Background: an optimization exercise with open tools, aiming at small area. Do not read the settings as production practice. The RTL was checked by simulation tests, not by an equivalence proof against the original design. The clock input has no modelled driver; a real chip could not lean on it and would need a root buffer or a full tree. Power and IR drop assume default switching activity.

==> design.v <==
module clock_div (
	input clk, reset,
	output reg [8:0] n
);
always @(posedge clk)
	if (reset)
		n <= 9'h1ff;
	else
		n <= n + 9'd1;
endmodule
module i2s_decode
	#(parameter RESOLUTION = 24)
(
	input clk,
	input [8:0] n,
	input data_in,
	input [RESOLUTION-1:0] word_L, word_R,
	output reg [RESOLUTION-1:0] data_out_L, data_out_R,
	output top
);
reg [RESOLUTION-1:0] sr;
wire [4:0] q = n[7:3];
wire shift = (n[2:0] == 3'd7) && (q >= 5'd1) && (q <= 5'd24);
wire take = (n[7:0] == 8'd7);
always @(posedge clk) begin
	if (take)
		sr <= n[8] ? word_L : word_R;
	else if (shift)
		sr <= {sr[RESOLUTION-2:0], data_in};
	if (take & ~n[8])
		data_out_L <= sr;
	if (take & n[8])
		data_out_R <= sr;
end
assign top = sr[RESOLUTION-1];
endmodule
module i2s_encode
(
	input clk,
	input [8:0] n,
	input top,
	output reg data_out
);
wire [4:0] q = n[7:3];
always @(posedge clk)
	if ((n[2:0] == 3'd3) && (q >= 5'd1) && (q <= 5'd24))
		data_out <= top;
endmodule
module clipping
	#(parameter RESOLUTION = 24, SHIFT = 6)
(
	input enable,
	input [RESOLUTION-1:0] data_in,
	output [RESOLUTION-1:0] data_out
);
assign data_out = enable ? (data_in << SHIFT) : data_in;
endmodule
module echo
	#(parameter W = 44, DEPTH = 128)
(
	input clk, reset, step, enable,
	input [7:0] n,
	input [W-1:0] push,
	output [W-1:0] delayed,
	output acc
);
reg [W*DEPTH-1:0] ring;
reg [6:0] ptr;
reg pending;
wire window = n[7] ^ (n[6:3] != 4'd0);	 
assign acc = pending & window & (n[6:0] == ptr);
assign delayed = ring[W*DEPTH-1 -: W];
always @(posedge clk) begin
	ring <= {ring[W*(DEPTH-1)-1:0], acc ? push : delayed};
	if (reset) begin
		pending <= 1'b0;
		ptr <= 7'd0;
	end else begin
		if (step)
			pending <= enable;
		else if (acc)
			pending <= 1'b0;
		ptr <= ptr + {6'd0, acc};
	end
end
endmodule
module effects
	#(parameter RESOLUTION = 24, BW = 22)
(
	input clk, ce_step, ce_flag, ce_load, own, acc, sw0,
	input [RESOLUTION-1:0] data_in,
	input [BW-1:0] delayed,
	output [BW-1:0] push,
	output reg [RESOLUTION-1:0] data_out
);
reg [BW-1:0] c;
reg flag;
wire [RESOLUTION-1:0] clip;
wire [RESOLUTION-1:0] base = ce_load ? clip : data_out;
clipping #(.RESOLUTION(RESOLUTION), .SHIFT(6)) clp (.enable(ce_step ? sw0 : flag), .data_in(data_in), .data_out(clip));
always @(posedge clk) begin
	if (ce_step)
		c <= clip[BW-1:0];
	if (ce_flag)
		flag <= sw0;
	data_out <= base + ((acc & own) ? {delayed, 2'b00} : {RESOLUTION{1'b0}});
end
assign push = own ? data_out[BW-1:0] : c;
endmodule
module audio_top
	#(parameter RESOLUTION = 24, ECHO_DEPTH = 128)
(
	input MCLK,
	input reset,
	input GPIO3,
	input [9:0] SW,
	output GPIO1, GPIO2, GPIO4,
	output [9:0] LEDR
	);
localparam BW = 22;	 
wire [8:0] n;
wire [RESOLUTION-1:0] data_L_in, data_R_in, effects_L_out, effects_R_out;
wire [BW-1:0] push_L, push_R, delayed_L, delayed_R;
wire acc, top;
clock_div clk0 (.clk(MCLK), .reset(reset), .n(n));
assign GPIO2 = ~n[2];	 
assign GPIO1 = ~n[8];	 
wire step = n[7:0] == 8'hff;
wire s0 = step & n[8];
wire s32 = step & ~n[8];
wire p1 = n == 9'd7;
wire p33 = n == 9'd263;
i2s_decode #(.RESOLUTION(RESOLUTION)) dec (.clk(MCLK), .n(n), .data_in(GPIO3),
	.word_L(effects_L_out), .word_R(effects_R_out),
	.data_out_L(data_L_in), .data_out_R(data_R_in), .top(top));
effects #(.RESOLUTION(RESOLUTION), .BW(BW)) eL1 (.clk(MCLK), .ce_step(s32), .ce_flag(s0), .ce_load(p33), .own(n[8]),
	.acc(acc), .sw0(SW[0]), .data_in(data_R_in), .delayed(delayed_L), .push(push_L), .data_out(effects_L_out));
effects #(.RESOLUTION(RESOLUTION), .BW(BW)) eR1 (.clk(MCLK), .ce_step(s0), .ce_flag(s32), .ce_load(p1), .own(~n[8]),
	.acc(acc), .sw0(SW[0]), .data_in(data_L_in), .delayed(delayed_R), .push(push_R), .data_out(effects_R_out));
echo #(.W(2*BW), .DEPTH(ECHO_DEPTH)) dl (.clk(MCLK), .reset(reset), .step(step), .enable(SW[1]), .n(n[7:0]),
	.push({push_L, push_R}), .delayed({delayed_L, delayed_R}), .acc(acc));
i2s_encode enc (.clk(MCLK), .n(n), .top(top), .data_out(GPIO4));
assign LEDR[9:1] = data_L_in[RESOLUTION-2:RESOLUTION-10];
assign LEDR[0] = data_L_in[0];
endmodule
==> flow/run.sh <==
#!/bin/bash
# Own layout flow: the standard flow (standard.sh) with these changes.
# 1. Synthesis: the standard flow's synthesis script unchanged, except that the final ABC
#    technology mapping uses flow/abc_area.script (area-oriented amap) and the
#    adders are not pre-mapped to half/full-adder cells (ADDER_MAP_FILE empty),
#    so ABC maps them too. Neither touches the registers.
# 2. Port buffers are buf_1.
# 3. Clock tree: TritonCTS without dummy loads and with clkbuf_4 sink clusters
#    of at most 12 flip-flops; then, after CTS (flow/post_cts.tcl),
#    flow/dissolve.tcl moves the flip-flops of small leaf clusters to nearby
#    leaves that stay within LEAF_SLEW_TARGET and removes the emptied buffers,
#    and flow/leafsize.tcl gives each leaf clock buffer the smallest size that
#    keeps the slew at its flip-flop clock pins at or below LEAF_SLEW_TARGET,
#    and flow/uppersize.tcl does the same for the buffers above the leaves.
# Each tool's output is in synth.log, standard.log and ORFS's orfs/logs/.
set -euo pipefail
here=$(pwd)
{
  echo 'proc abc {args} {'
  echo '  set i [lsearch -exact $args -script]'
  echo "  if {\$i >= 0} { lset args [expr {\$i + 1}] $here/flow/abc_area.script }"
  echo '  yosys abc {*}$args'
  echo '}'
  cat synth_recipe.tcl
} > synth_area.tcl
make -C "$FLOW_HOME" DESIGN_CONFIG="$here/config.mk" WORK_HOME="$here/orfs" CLKGATE_MAP_FILE= ADDER_MAP_FILE= SYNTH_SCRIPT="$here/synth_area.tcl" synth > synth.log 2>&1
export BUFFER_PORTS_ARGS="-buffer_cell sky130_fd_sc_hd__buf_1"
export CTS_ARGS="-sink_clustering_enable -repair_clock_nets -dont_use_dummy_load -buf_list sky130_fd_sc_hd__clkbuf_4 -sink_clustering_size 12 -sink_clustering_max_diameter 40"
export POST_CTS_TCL="$here/flow/post_cts.tcl"
export DISSOLVE_MAX_SINKS=10 DISSOLVE_RADIUS_UM=70
export LEAF_SLEW_TARGET=0.124
bash standard.sh > standard.log 2>&1
==> flow/abc_area.script <==
strash
dc2
dch -f
amap
topo
==> flow/dissolve.tcl <==
# Dissolve small leaf clock clusters: move each sink of a leaf buffer with few
# sinks to the nearest other leaf whose flip-flop clock-pin slew stays at or
# below LEAF_SLEW_TARGET, and delete the emptied buffer.
proc pin_worst_slew {pins} {
  set w 0.0
  foreach p $pins {
    foreach a {min max} { foreach e {rise fall} {
      set s [get_property $p slew_${a}_$e]
      if {$s > $w} { set w $s }
    }}
  }
  return $w
}
proc leaf_sinks {net inst} {
  set r {}
  foreach it [$net getITerms] {
    if {[$it getInst] eq $inst} continue
    lappend r $it
  }
  return $r
}
proc iterm_pin {it} { return [get_pins [[$it getInst] getName]/[[$it getMTerm] getName]] }
proc iterm_xy {it} { set b [[$it getInst] getBBox]; return [list [expr {([$b xMin]+[$b xMax])/2}] [expr {([$b yMin]+[$b yMax])/2}]] }

set target $::env(LEAF_SLEW_TARGET)
set maxsinks $::env(DISSOLVE_MAX_SINKS)
set radius [expr {$::env(DISSOLVE_RADIUS_UM) * [[ord::get_db_block] getDbUnitsPerMicron]}]
set block [ord::get_db_block]
estimate_parasitics -placement

# leaves: buffers whose output drives only flip-flop clock pins
set leaves {}
foreach inst [$block getInsts] {
  set m [[$inst getMaster] getName]
  if {![regexp {__clkbuf_[0-9]+$} $m]} continue
  set net [[$inst findITerm X] getNet]
  if {$net eq "NULL"} continue
  set ok 1; set n 0
  foreach it [leaf_sinks $net $inst] {
    if {[[$it getMTerm] getName] ne "CLK"} { set ok 0; break }
    incr n
  }
  if {$ok && $n > 0} { lappend leaves [list $n $inst] }
}
set leaves [lsort -integer -index 0 $leaves]
set alive [dict create]
foreach l $leaves { dict set alive [[lindex $l 1] getName] 1 }
set dissolved 0
foreach l $leaves {
  lassign $l n inst
  if {$n > $maxsinks} break
  set name [$inst getName]
  set net [[$inst findITerm X] getNet]
  set sinks [leaf_sinks $net $inst]
  set moved {}
  set fail 0
  foreach it $sinks {
    lassign [iterm_xy $it] sx sy
    # candidate leaves by distance from the sink to the leaf buffer
    set cands {}
    dict for {oname a} $alive {
      if {!$a || $oname eq $name} continue
      set oi [$block findInst $oname]
      set ob [$oi getBBox]
      set d [expr {abs(([$ob xMin]+[$ob xMax])/2 - $sx) + abs(([$ob yMin]+[$ob yMax])/2 - $sy)}]
      if {$d <= $radius} { lappend cands [list $d $oi] }
    }
    set placed 0
    foreach c [lsort -integer -index 0 $cands] {
      set oi [lindex $c 1]
      set onet [[$oi findITerm X] getNet]
      $it disconnect
      $it connect $onet
      estimate_parasitics -placement
      set pins {}
      foreach s [leaf_sinks $onet $oi] { lappend pins [iterm_pin $s] }
      if {[pin_worst_slew $pins] <= $target} { set placed 1; lappend moved [list $it $net]; break }
      $it disconnect
      $it connect $net
    }
    if {!$placed} { set fail 1; break }
  }
  if {$fail} {
    foreach mv $moved { lassign $mv it onet; $it disconnect; $it connect $onet }
    estimate_parasitics -placement
    continue
  }
  # all sinks moved: remove the buffer and its net
  dict set alive $name 0
  odb::dbInst_destroy $inst
  odb::dbNet_destroy $net
  incr dissolved
}
estimate_parasitics -placement
puts "dissolve: $dissolved leaf buffers removed"
==> flow/leafsize.tcl <==
# Resize each leaf clock buffer (one that drives flip-flop clock pins) to the
# smallest clkbuf that keeps the slew at its flip-flop clock pins at or below
# LEAF_SLEW_TARGET (ns), then legalise the placement again.
proc leaf_worst_slew {pins} {
  set w 0.0
  foreach p $pins {
    foreach a {min max} { foreach e {rise fall} {
      set s [get_property $p slew_${a}_$e]
      if {$s > $w} { set w $s }
    }}
  }
  return $w
}
set target $::env(LEAF_SLEW_TARGET)
set sizes {sky130_fd_sc_hd__clkbuf_2 sky130_fd_sc_hd__clkbuf_4 sky130_fd_sc_hd__clkbuf_8 sky130_fd_sc_hd__clkbuf_16}
estimate_parasitics -placement
set nleaf 0
set changed 0
foreach inst [[ord::get_db_block] getInsts] {
  set m [[$inst getMaster] getName]
  if {![string match sky130_fd_sc_hd__clkbuf_* $m]} continue
  set onet [[$inst findITerm X] getNet]
  if {$onet eq "NULL"} continue
  set pins {}
  set leaf 1
  foreach it [$onet getITerms] {
    if {![$it isInputSignal] && ![$it isClocked]} { if {[$it getInst] eq $inst} continue }
    if {[$it getInst] eq $inst} continue
    set mt [$it getMTerm]
    if {[$mt getName] ne "CLK"} { set leaf 0; break }
    lappend pins [get_pins [[$it getInst] getName]/CLK]
  }
  if {!$leaf || [llength $pins] == 0} continue
  incr nleaf
  set name [$inst getName]
  set chosen $m
  foreach sz $sizes {
    replace_cell [get_cells $name] $sz
    if {[leaf_worst_slew $pins] <= $target} { set chosen $sz; break }
    set chosen $sz
  }
  if {$chosen ne $m} { incr changed }
}
puts "leafsize: $nleaf leaf buffers, $changed resized"
==> flow/post_cts.tcl <==
# Clock-tree clean-up after TritonCTS (see run.sh), then legalise again.
set dir [file dirname [info script]]
source $dir/dissolve.tcl
source $dir/leafsize.tcl
source $dir/uppersize.tcl
detailed_placement
check_placement -verbose
==> flow/uppersize.tcl <==
# Give each upper clock-tree buffer (one driving other clock buffers) the
# smallest clkbuf that keeps the slew at every flip-flop clock pin below it at
# or below LEAF_SLEW_TARGET, then legalise the placement again.
proc us_sinks {inst} {
  # flip-flop clock pins in the subtree driven by inst
  set r {}
  set net [[$inst findITerm X] getNet]
  if {$net eq "NULL"} { return $r }
  foreach it [$net getITerms] {
    set i [$it getInst]
    if {$i eq $inst} continue
    if {[[$it getMTerm] getName] eq "CLK"} {
      lappend r [get_pins [$i getName]/CLK]
    } elseif {[regexp {__clkbuf_[0-9]+$} [[$i getMaster] getName]]} {
      set r [concat $r [us_sinks $i]]
    }
  }
  return $r
}
proc us_worst {pins} {
  set w 0.0
  foreach p $pins { foreach a {min max} { foreach e {rise fall} {
    set s [get_property $p slew_${a}_$e]
    if {$s > $w} { set w $s }
  }}}
  return $w
}
set target $::env(LEAF_SLEW_TARGET)
set sizes {sky130_fd_sc_hd__clkbuf_1 sky130_fd_sc_hd__clkbuf_2 sky130_fd_sc_hd__clkbuf_4 sky130_fd_sc_hd__clkbuf_8 sky130_fd_sc_hd__clkbuf_16}
estimate_parasitics -placement
set upper {}
foreach inst [[ord::get_db_block] getInsts] {
  set m [[$inst getMaster] getName]
  if {![regexp {__clkbuf_[0-9]+$} $m]} continue
  set net [[$inst findITerm X] getNet]
  if {$net eq "NULL"} continue
  set isup 0
  foreach it [$net getITerms] {
    if {[$it getInst] ne $inst && [[$it getMTerm] getName] ne "CLK"} { set isup 1 }
  }
  if {$isup} { lappend upper $inst }
}
set changed 0
foreach inst $upper {
  set m [[$inst getMaster] getName]
  set name [$inst getName]
  set pins [us_sinks $inst]
  set before [us_worst $pins]
  set lim [expr {max($target, $before)}]
  foreach sz $sizes {
    if {$sz eq $m} break
    replace_cell [get_cells $name] $sz
    if {[us_worst $pins] <= $lim} { incr changed; set m2 $sz; break }
    replace_cell [get_cells $name] $m
  }
}
puts "uppersize: [llength $upper] upper buffers, $changed downsized"
==> standard.sh <==
#!/bin/bash
# synth_recipe.tcl (not shown) runs the flow's synth.tcl, then flattens the netlist and writes it again
# the make line also repeats each setting of config.mk as NAME=value (left out here)
make -C /OpenROAD-flow-scripts/flow DESIGN_CONFIG=/design/flow/config.mk WORK_HOME=/design/flow/orfs CLKGATE_MAP_FILE= SYNTH_SCRIPT=/design/flow/synth_recipe.tcl "${@:-finish}"
==> config.mk <==
export PLATFORM = sky130hd
export DESIGN_NAME = audio_top
export DESIGN_NICKNAME = audio_top
export VERILOG_FILES = /design/flow/design.v
export SDC_FILE = /design/flow/constraint.sdc
export NUM_CORES = 8
export LEC_CHECK = 0
export CAP_MARGIN = 20
export CORE_MARGIN = 2
export CORE_UTILIZATION = 40
export SLEW_MARGIN = 20
==> constraint.sdc <==
create_clock -name core_clock -period 40.0 [get_ports {MCLK}]
set_input_delay 8.0000 -clock core_clock [delete_from_list [all_inputs] [get_ports {MCLK}]]
set_output_delay 8.0000 -clock core_clock [all_outputs]
set_load 0.01 [all_outputs]
==> impl_metrics.json <==
{
  "grt_pass1_vias": 45400,
  "hold_violations": 0,
  "postSynthCellCount": 6622,
  "powerDensity_nw_per_um2": 61.2,
  "criticalPathCategory": "in2reg",
  "end_kind": "flop",
  "rr_worst_depth": 45,
  "clock_skew_ns": 0.967,
  "period_minus_slack_ns": 11.79,
  "grt_max_degree": 58,
  "drtAntennaViolNets": 0,
  "ios": 26,
  "place_hpwl_um": 77700,
  "outcome": "finished with violations",
  "vias_per_cell": 3.86,
  "min_path_cells": 6,
  "nets": 7281,
  "multi_input_area_um2": 3800,
  "grt_pass1_wl_um": 241000,
  "core.rowCount": 202,
  "drv_cap": 2,
  "drive_above_1_share_pct": 7.91,
  "core_area_um2": 303000,
  "portBuffers": 17,
  "drt-initial-drc-count": 1633,
  "async_reset_ff_share_pct": 0,
  "instances_no_fill": 11300,
  "antenna_found_initial": 14,
  "p_total_mw": 8.05,
  "required_ns": 41.57,
  "yosysWarnings": 5,
  "dp.cells": 10600,
  "final_cell_mix": "dfxtp_1, clkbuf_4, nor2_1",
  "p_sw_share_pct": 19.9,
  "fp.dieArea_um2": 309000,
  "worstSkewPairLatency_ns": 2.53,
  "cts.sinks": 5816,
  "synth-seq-cells": 5816,
  "power.share.sequential_pct": 72.3,
  "firstDrtPassIters": 4,
  "start_util_pct": 40.2,
  "wl_per_cell_um": 13.2,
  "worstReg2RegEnd": "eL1.data_out[22]",
  "whs_ns": 0.0444,
  "leakage_nw": 51.2,
  "grt.overflow.total": 0,
  "vias": 43500,
  "synth_area_um2": 122000,
  "hold_start": "eL1.data_out[17]",
  "fin_setup_tns_ns": 0,
  "drv_slew": 38,
  "pwr-share-clk_pct": 27.1,
  "dieHeight_um": 556,
  "ir_drop_v": 0.0000314,
  "rsz0062_at_grt": "no",
  "post-route-util_pct": 43.5,
  "cp_slowest_stage_delay_ns": 0.35,
  "drt_wl_total_um": 148000,
  "relSlewSlack_pct": -11.7,
  "cp.arrival_ns": 13.36,
  "grt_use_total_pct": 9.69,
  "place.gp.congestion": 0.729,
  "synth.avg_cell_area_um2": 18.4,
  "crit_fanout": 31,
  "r2r_start": "clk0.n[0]",
  "rrSetupSlack_ns": 30.75,
  "synth_cell_type_count": 37,
  "clkTransAtPathRegs_ns": 0.11,
  "combPwrFrac_pct": 0.5,
  "dieWidth_um": 556,
  "num-fill-cells": 26600,
  "fmax_mhz": 84.8,
  "final_common_cell": "dfxtp_1",
  "crit_slowest_cell": "buf_4",
  "areaGrowthSynthToFinish_pct": 8.05,
  "route.detailed.drc": 0,
  "synth-edff-count": 123,
  "ys_seq_area_share_pct": 96.6,
  "regArea_um2": 118000,
  "synth_flop_cell": "dfxtp_1",
  "synth_fp_nets": 6635,
  "startpoint_type": "input port",
  "min_path_type": "reg2reg",
  "switchingPower_mw": 1.60,
  "worst_pin_slew_ns": 1.67,
  "finalSetupViolations": 0,
  "cpMostUsedCell": "nor2_1",
  "p_int_mw": 6.45,
  "timing.final.crit_share_pct": 29.5,
  "violatedChecks": "capacitance limit, slew limit",
  "whs_endpoint": "eL1.data_out[18]"
}
how the worst max path moves through the flow:
stage,depth (start not counted),endpoint,slack [ns],from
after floorplan,32,eL1.data_out[23],26.92,SW[0]
after global placement,35,eL1.data_out[23],25.99,SW[0]
after detailed placement,34,eL1.data_out[23],26.40,SW[0]
after global routing,33,eL1.data_out[22],27.81,SW[0]
final,33,eL1.data_out[22],28.21,SW[0]
critical path, delay by kind of cell:
family / cells / cell delay, ns
and+or+nand+nor: 14 / 1.81
buffers and inverters: 5 / 0.86
xor gates and xnor gates: 1 / 0.14
AOI/OAI and AO/OA: 13 / 2.50
flip-flops by register name (all words and copies together) (netlist names):
name	flops
dec.sr	24
clk0.n	9
dl.ptr	7
dl.pending	1
dl.ring	5632
eR1.c	22
eL1.c	22
eL1.flag	1
dec.data_out_L	24
eR1.flag	1
enc.data_out	1
eL1.data_out	24
dec.data_out_R	24
eR1.data_out	24
power by group through the flow:
stage	Sequential [mW]	Clock [mW]	Combinational [mW]
after floorplan	5.95	0	0.0221
after global placement	5.96	0	0.0448
after detailed placement	5.96	0	0.0445
after global routing	5.83	2.56	0.0485
final	5.82	2.19	0.0429
kinds of logic (layout without fill, tap and decap cells):
group                     count (synthesis)  count (layout)  synth area share, %
and+or+nand+nor                         457             457                 1.66
xor gates and xnor gates                  7               7               0.0503
buffers and inverters                    82             726                0.284
other                                     0              14                    0
AOI/OAI and AO/OA                       260             260                 1.38
DFF                                    5816            5816                 96.6
through the flow:
stage	worst slack (ns)	area [µm²]
after floorplan	26.92	122000
after global placement	25.99	127000
after detailed placement	26.40	127000
after global routing	27.81	132000
final	28.21	132000
final cells by class:
class | count | share of cell area (%)
diodes | 14 | 0.0266
multi-input cells | 724 | 2.89
repair buffers | 86 | 0.543
clock buffers | 568 | 3.13
inverters | 72 | 0.205
well taps | 3978 | 3.78
flip-flops and latches | 5816 | 89.4
routing by layer:
metal  part of all wire (%)  track usage [%]  vias to the layer above
met3                    4.3             2.21                      448
met4                    3.4             4.48                        8
met1                     52             14.0                    20400
li1                       -                -                    22000
met2                     40             13.7                      645
met5                  0.034                0                        -
Yosys cell counts (all sizes together), types with 7 or more instances:
| cell type | n | area share, % |
|---|---|---|
| dfxtp | 5693 | 94 |
| nor2 | 203 | 0.63 |
| nand2 | 127 | 0.39 |
| edfxtp | 123 | 3.0 |
| nor2b | 79 | 0.41 |
| clkinv | 72 | 0.22 |
| a31oi | 65 | 0.33 |
| a21oi | 52 | 0.21 |
| o22ai | 39 | 0.20 |
| o22a | 28 | 0.20 |
| o21ai | 26 | 0.11 |
| o21a | 16 | 0.099 |
| nor3 | 14 | 0.058 |
| buf | 10 | 0.062 |
| nand2b | 9 | 0.046 |
| or2 | 8 | 0.041 |
| a22oi | 7 | 0.043 |

## separate check: timing with driven ports
The results above use ideal ports. As a check the final layout listed here was re-extracted and re-timed, cells and wires unchanged.
Step 1 sets driving cells, clkbuf_16 on the clock port and buf_2 on the other inputs (assumed; they add their load-dependent delay and slew).
Step 2, shift: input delay + t, output delay - t, t = (earliest + latest rising clock arrival at the registers) / 2. This alone moves slack from input paths to output paths.
Slacks: ideal ports / drivers / drivers and shift; pairs: ideal ports / drivers.
shift t [ns]: 2.111
setup slack, ns: 28.212 / 28.185 / 26.074
clock arrival spread, ns: 1.000 / 1.000
worst data-port slew with drivers (ns): 0.12
Clock arrivals are far apart in this run, so t is only a midpoint there and step 2 fits no single register. For this run, drivers alone change the setup slack by -0.027 ns; drivers and shift together by -2.138 ns.
